Context: an optimization exercise on an open-source flow, tuned for small area. The choices shown serve that exercise and are no tape-out recipe. Function was checked by simulation only, so behaviour that the tests miss may differ from the original. Power is estimated from default activity; no workload was simulated.

===== design.v =====
module image_buffer(clk,rst_n,image_in,image_out);
input clk;
input rst_n;
input [8-1:0] image_in;
output [25*8-1:0] image_out;
genvar i;
genvar j;
wire [7:0] matrix_buffer_wire[4:0][4:0];
wire [7:0] buffer_wire[112:0];
generate
    for(j=1;j<113;j=j+1) begin:image_in_buffer
        buffer_unit my_buffer_unit(clk,rst_n,buffer_wire[j-1],buffer_wire[j]);
    end
endgenerate
generate
    for(i=0;i<5;i=i+1) begin:matrix_buffer_1
        for(j=1;j<5;j=j+1) begin:matrix_buffer_2
            buffer_unit my_matrix_buffer1(clk,rst_n,matrix_buffer_wire[i][j-1],matrix_buffer_wire[i][j]);
        end
    end  
endgenerate
generate 
    for(i=1;i<5;i=i+1) begin:matrix_buffer_0
       buffer_unit my_matrix_buffer2(clk,rst_n,buffer_wire[28*i],matrix_buffer_wire[i][0]);
    end
endgenerate
buffer_unit my_matrix_buffer3(clk,rst_n,buffer_wire[0],matrix_buffer_wire[0][0]);
assign buffer_wire[0] = image_in;
generate
    for(i=0;i<5;i=i+1) begin:image_out_1
        for(j=0;j<5;j=j+1) begin:image_out_2
           assign image_out[(i*5+j+1)*8-1:(i*5+j)*8]=matrix_buffer_wire[i][j];
        end
    end
endgenerate
endmodule
module buffer_unit(clk,rst_n,in,out);
input clk;
input rst_n;
input [7:0] in;
output reg [7:0] out;
always@(posedge clk or negedge rst_n)
    begin
        if(!rst_n)
            out <= 8'b0;
        else
            out <= in;
    end   
endmodule
module mult_addr(clk,rst_n,feature_in,kernel,feature_out);
input clk;
input rst_n;
input[25*9-1:0] feature_in;
input[25*2-1:0] kernel;
output[8:0] feature_out;
wire[8:0] mult_out[24:0];
wire[8:0] adder_tree_wire[48:0];
wire[48:0]carry_wire;
assign feature_out = adder_tree_wire[0];
genvar i;
generate
for(i=0;i<25;i=i+1) begin:conv_mult
    select_unit my_select_unit(
        .clk(clk),
        .rst_n(rst_n),
        .feature_in(feature_in[i*9+8:i*9]),
        .kernel(kernel[i*2+1:i*2]),
        .mult_out(mult_out[i])
    );
end
endgenerate
generate
    for(i=0;i<7;i=i+1) begin:leaf_align
        reg [8:0] leaf_delay;
        always@(posedge clk or negedge rst_n)
            begin
                if(!rst_n)
                    leaf_delay <= 9'b0;
                else
                    leaf_delay <= mult_out[i];
            end
        assign adder_tree_wire[i+24] = leaf_delay;
    end
    for(i=7;i<25;i=i+1) begin:mult_out_shift
        assign adder_tree_wire[i+24] = mult_out[i];
    end
endgenerate
assign carry_wire[48:24] =25'd0;
generate 
    for(i=48;i>=1;i=i-2) begin:conv_add
    adder_unit my_adder_unit(
        .clk(clk),
        .rst_n(rst_n),
        .adder_a(adder_tree_wire[i-1]),
        .adder_b(adder_tree_wire[i]),
        .carry_a(carry_wire[i-1]),
        .carry_b(carry_wire[i]),
        .adder_out(adder_tree_wire[(i/2)-1]),
        .carry_out(carry_wire[(i/2)-1])
    );
    end
endgenerate
endmodule
module select_unit(clk,rst_n,feature_in,kernel,mult_out);
input clk;
input rst_n;
input signed [8:0] feature_in;
input signed [1:0] kernel;
output [8:0]mult_out;
reg signed [8:0]product;
always@(posedge clk or negedge rst_n)
    begin
        if(!rst_n)
            product <= 9'b0;
        else
            if(kernel == 0)
                product <= 0;
            else if(kernel == -1)
                product <= -feature_in;
            else if(kernel == 1)
                product <= feature_in;
    end
assign mult_out = product;
endmodule
module adder_unit(clk,rst_n,adder_a,adder_b,carry_a,carry_b,adder_out,carry_out);
input clk;
input rst_n;
input [8:0] adder_a;
input [8:0] adder_b;
input carry_a;
input carry_b;
output [8:0]adder_out;
output carry_out;
reg [8+1:0]sum;
always@(posedge clk or negedge rst_n)
begin
    if(!rst_n)
        sum <= 10'b0;
    else
        sum <= adder_a + adder_b;
end
assign adder_out = sum[8:0];
assign carry_out = sum[9]; 
endmodule
module rect_linear(
     clk,
     rst_n,
     function_in,
     function_out
    );
input clk;
input rst_n;
input [8:0]function_in;
output [8:0]function_out;    
reg [8:0]function_out;
always @(posedge clk or negedge rst_n)
    begin
        if(!rst_n)
            function_out <= 9'b0;
        else if(function_in[8] == 1'b1)
            function_out <= 9'b0;
        else 
            function_out <=  function_in;
    end
endmodule
module top(clk,rst_n,image_in,kernel,feature_out);
input clk;
input rst_n;
input[8-1:0] image_in;
input[(5 * 5)*2-1:0] kernel;
output[8:0] feature_out;
wire [(5 * 5)* 8 - 1:0] image_out;
wire [(5 * 5)* 9 - 1:0] feature_window;
wire [8:0] conv_out;
image_buffer my_image_buffer(.clk(clk),.rst_n(rst_n),.image_in(image_in),.image_out(image_out));
genvar k;
generate
    for(k=0;k<5 * 5;k=k+1) begin:feature_extend
        assign feature_window[k*9+8:k*9] = {1'b0,image_out[k*8+7:k*8]};
    end
endgenerate
mult_addr my_mult_addr(.clk(clk),.rst_n(rst_n),.feature_in(feature_window),.kernel(kernel),.feature_out(conv_out));
rect_linear my_rect_linear(.clk(clk),.rst_n(rst_n),.function_in(conv_out),.function_out(feature_out));
endmodule

===== run.sh =====
#!/bin/bash
# synth_recipe.tcl (not shown) runs the flow's synth.tcl, then flattens the netlist and writes it again
# the make line also repeats each setting of config.mk as NAME=value (left out here)
make -C /OpenROAD-flow-scripts/flow DESIGN_CONFIG=/design/flow/config.mk WORK_HOME=/design/flow/orfs CLKGATE_MAP_FILE= SYNTH_SCRIPT=/design/flow/synth_recipe.tcl finish

===== config.mk =====
export PLATFORM = sky130hd
export DESIGN_NAME = top
export DESIGN_NICKNAME = top
export VERILOG_FILES = /design/flow/design.v
export SDC_FILE = /design/flow/constraint.sdc
export NUM_CORES = 4
export LEC_CHECK = 0
export CAP_MARGIN = 20
export CORE_MARGIN = 2
export CORE_UTILIZATION = 40
export SLEW_MARGIN = 20

===== constraint.sdc =====
create_clock -name core_clock -period 3.0 [get_ports {clk}]
set_input_delay 0.6000 -clock core_clock [delete_from_list [all_inputs] [get_ports {clk}]]
set_output_delay 0.6000 -clock core_clock [all_outputs]
set_load 0.01 [all_outputs]

==> metrics.cfg <==
[outcome]
status = finished clean

[floorplan]
core_sq_um = 124000
rows = 129
die_y_microns = 357
ios = 69
initial_core_util_pct = 40.4
die_w_microns = 357
die-area_sq_um = 128000

[clocking]
root_buffer = clkbuf_16
clock-sinks = 1448
clockBufferDepth = 3
insertion_delay_ns = 0.75
cts_tree = yes
cts_buffers = 145
htreeDepth = 4
cts_setup_buffers = 0
path_clk_slew_ns = 0.06

[layout]
final_cell_mix = 1448 x dfrtp_1, 265 x xnor2_1, 217 x ha_1, 200 x a22o_1, 151 x o21ai_0
fillCellCount = 10591
area_growth_pct = 15.7
multi_input_area_sq_um = 13100
layout-drive-gt1-share_pct = 8.31
seq_area_sq_um = 36200
nets = 3748
mostFrequentLayoutCell = dfrtp_1
fin_area_sq_um = 57800

[routing]
drtIter0Drc = 1389
route.vias.total = 24672
antenna_left = 0
remaining_drc_errors = 0
wl_microns = 82600
via_per_inst = 4.74
routedWlPerCell_microns = 15.9
dr.pass1.iters = 5

[setup_path]
critical-path-max-stage-delay_ns = 0.49
crit_fanout = 3
critPathBufInv = 0
critical_path_required_ns = 3.62
critPathKind = flip-flop to flip-flop
endpoint_kind = flip-flop
crit_chain = ha_1 -> fa_1 -> a211oi_1 -> nor2_1 -> o21a_1 -> a221o_1 -> xnor2_1
cp.arrival_ns = 2.86
crit_path_top_delay_cell = fa_1
cp-start-kind = flip-flop
cp_top_family = compound AO/OA/AOI/OAI gates

[job]
maxCapViolCount = 0

[placed_design]
dpl.hpwl_microns = 54100
gp_congestion = 0.800
place_area_sq_um = 52800
pre_cts_ws_ns = 0.764
io_buffers = 67

[sta]
min_period_ns = 2.24
tns_ns = 0
maxClockFrequency_mhz = 446
fin_ws_ns = 0.760
holdWs_ns = 0.281
drv_slew = 0
max-slew-margin-rel_pct = 57.9
fin_skew_ns = 0.0190
worst_pin_slew_ns = 0.630
finalHoldViolCount = 0
fin_crit_sh_pct = 74.7
setup_viol = 0
rsz0062_at_grt = no

[synth]
synth_area_sq_um = 50000
yosysSeqAreaShare_pct = 72.5
yosys_warnings = 6
synth_flop_cell = dfrtp_1
avgSynthCellArea_sq_um = 15.2
synth.net_count = 3582
synth-edff-count = 0
ys_ff_latch = 1448
ys_types = 50
synthArstFlopShare_pct = 100
syn_inst = 3281

[global_route]
grt_pass1_wl_microns = 140000
grt_max_degree = 117
overflow = 0
antenna_found_initial = 8
grt_pass1_vias = 26077
grt.total_usage_pct = 13.7

[power_and_ir_drop]
ir_drop_uv = 548
power_leakage_uw = 0.0284
power.density_nw_per_um2 = 755

[worst_hold_path]
hold_path.class = input port to flip-flop

synth_stat cells, types with 5 or more instances:
cell type	count	area, sq um
o31ai_1	12	90.1
or3_1	25	156
clkbuf_1	72	270
a211oi_1	34	255
o21bai_1	32	240
xnor2_1	265	2320
ha_1	217	2720
o21ai_2	5	43.8
nand2b_1	40	250
o41ai_2	16	260
o41ai_1	8	70.1
o21ai_0	151	756
nor3_1	26	130
inv_1	94	353
o21a_1	24	180
a21o_1	59	443
a21bo_2	5	50.1
nor2_1	95	357
o31a_1	13	114
a41oi_1	10	87.6
fa_1	24	480
a22o_1	200	1750
a21oi_1	110	551
xor2_1	66	578
nand3_1	22	110
nand2_1	114	428
nor2b_1	44	275
or3_4	7	78.8
nor3b_1	5	37.5
dfrtp_1	1448	36200
layout make-up:
cell class                 count  area share (%)
antenna                        3          0.0130
timing repair buffer          93            1.92
clock inverter                61            1.39
multi-input combinational   1665            22.7
sequential                  1448            62.7
tap                         1637            3.54
clock buffer                 201            7.17
inverter                      94           0.611
cell families (layout without fill, tap and decap cells):
family | count (synthesis) | in the layout | synth area share [%]
AOI/OAI and AO/OA | 699 | 699 | 10.1
xor gates and xnor gates | 331 | 331 | 5.80
adders and majority gates | 241 | 241 | 6.40
buffers and inverters | 168 | 449 | 1.27
DFF | 1448 | 1448 | 72.5
other | 1 | 4 | 0.00751
and+or+nand+nor | 393 | 393 | 3.88
routing by layer:
metal | GRT usage [%] | up-vias | wire length [microns]
met2 | 20.3 | 304 | 37000
met3 | 3.16 | 150 | 3430
li1 | - | 11647 | -
met5 | 0 | - | 48
met4 | 4.86 | 8 | 1880
met1 | 19.9 | 12563 | 40200
registers in the layout, summed over array words and instances, names as in the netlist, named ones only:
name	count
my_mult_addr.leaf_align.leaf_delay	63
my_image_buffer.matrix_buffer_0.my_matrix_buffer2.out	8
my_rect_linear.function_out	8
my_image_buffer.my_matrix_buffer3.out	8
my_mult_addr.conv_add.my_adder_unit.sum	216
my_mult_addr.conv_mult.my_select_unit.product	225
my_image_buffer.image_in_buffer.my_buffer_unit.out	888
worst register-to-register path: cells and delay by family, from the launching register on:
| kind | cells | cell delay, ns |
|---|---|---|
| compound gates | 3 | 0.79 |
| flops | 1 | 0.38 |
| xor+xnor | 1 | 0.13 |
| simple gates | 1 | 0.09 |
| fa+ha+maj | 2 | 0.74 |
metrics by stage:
step	utilization, %	total power, uW	instances
floorplan	-	24200	3281
global placement	42.7	25700	4936
detailed placement	42.7	25700	4936
CTS	46.7	44400	5199
global route	46.7	45800	5200
finish	46.7	43600	5202
path summary, 6_finish.rpt:
path,start,endpoint,slack [ns],cells past startpoint
worst min-delay path,image_in[7],my_image_buffer.my_matrix_buffer3.out[7],0.28,1
worst max register to register,flip-flop,my_mult_addr.conv_add[40].my_adder_unit.sum[8],0.76,7
min in group asynchronous,rst_n,asynchronous set/reset pin,0.48,2
max in group asynchronous,rst_n,asynchronous set/reset pin,1.57,4
worst min register to register,flip-flop,flip-flop,0.34,0
worst max-delay path,flip-flop,my_mult_addr.conv_add[40].my_adder_unit.sum[8],0.76,7
what timing repair did:
item	in CTS	in global routing
hold buffers	1	0
hold endpoints to repair	49	0
gates resized for setup	0	0
power breakdown:
group | internal, uW | switching (uW)
logic | 1830 | 2200
registers | 20700 | 578
clock network | 10900 | 7380
total | 33500 | 10200

afterwards: timing with drivers on the ports:
Ports are ideal in the flow. The routed layout listed here was re-timed in OpenROAD.
Step 1 sets driving cells, clkbuf_16 on the clock port and buf_2 on the other inputs (assumed; they add their load-dependent delay and slew).
Step 2, shift: input delay + t, output delay - t, t = (earliest + latest rising clock arrival at the registers) / 2. This alone moves slack from input paths to output paths.
a / b / c = ideal ports / drivers / drivers and shift; a / b = the first two.
t, ns: 0.806
slack for setup (ns): 0.760 / 0.725 / 0.760
worst hold slack (ns): 0.281 / 0.235 / 0.336
worst data-port slew with drivers (ns): 0.09
After both steps this run still meets setup and hold. The setup slack of this run moves by -0.035 ns with the drivers and by 0.000 ns with both steps.
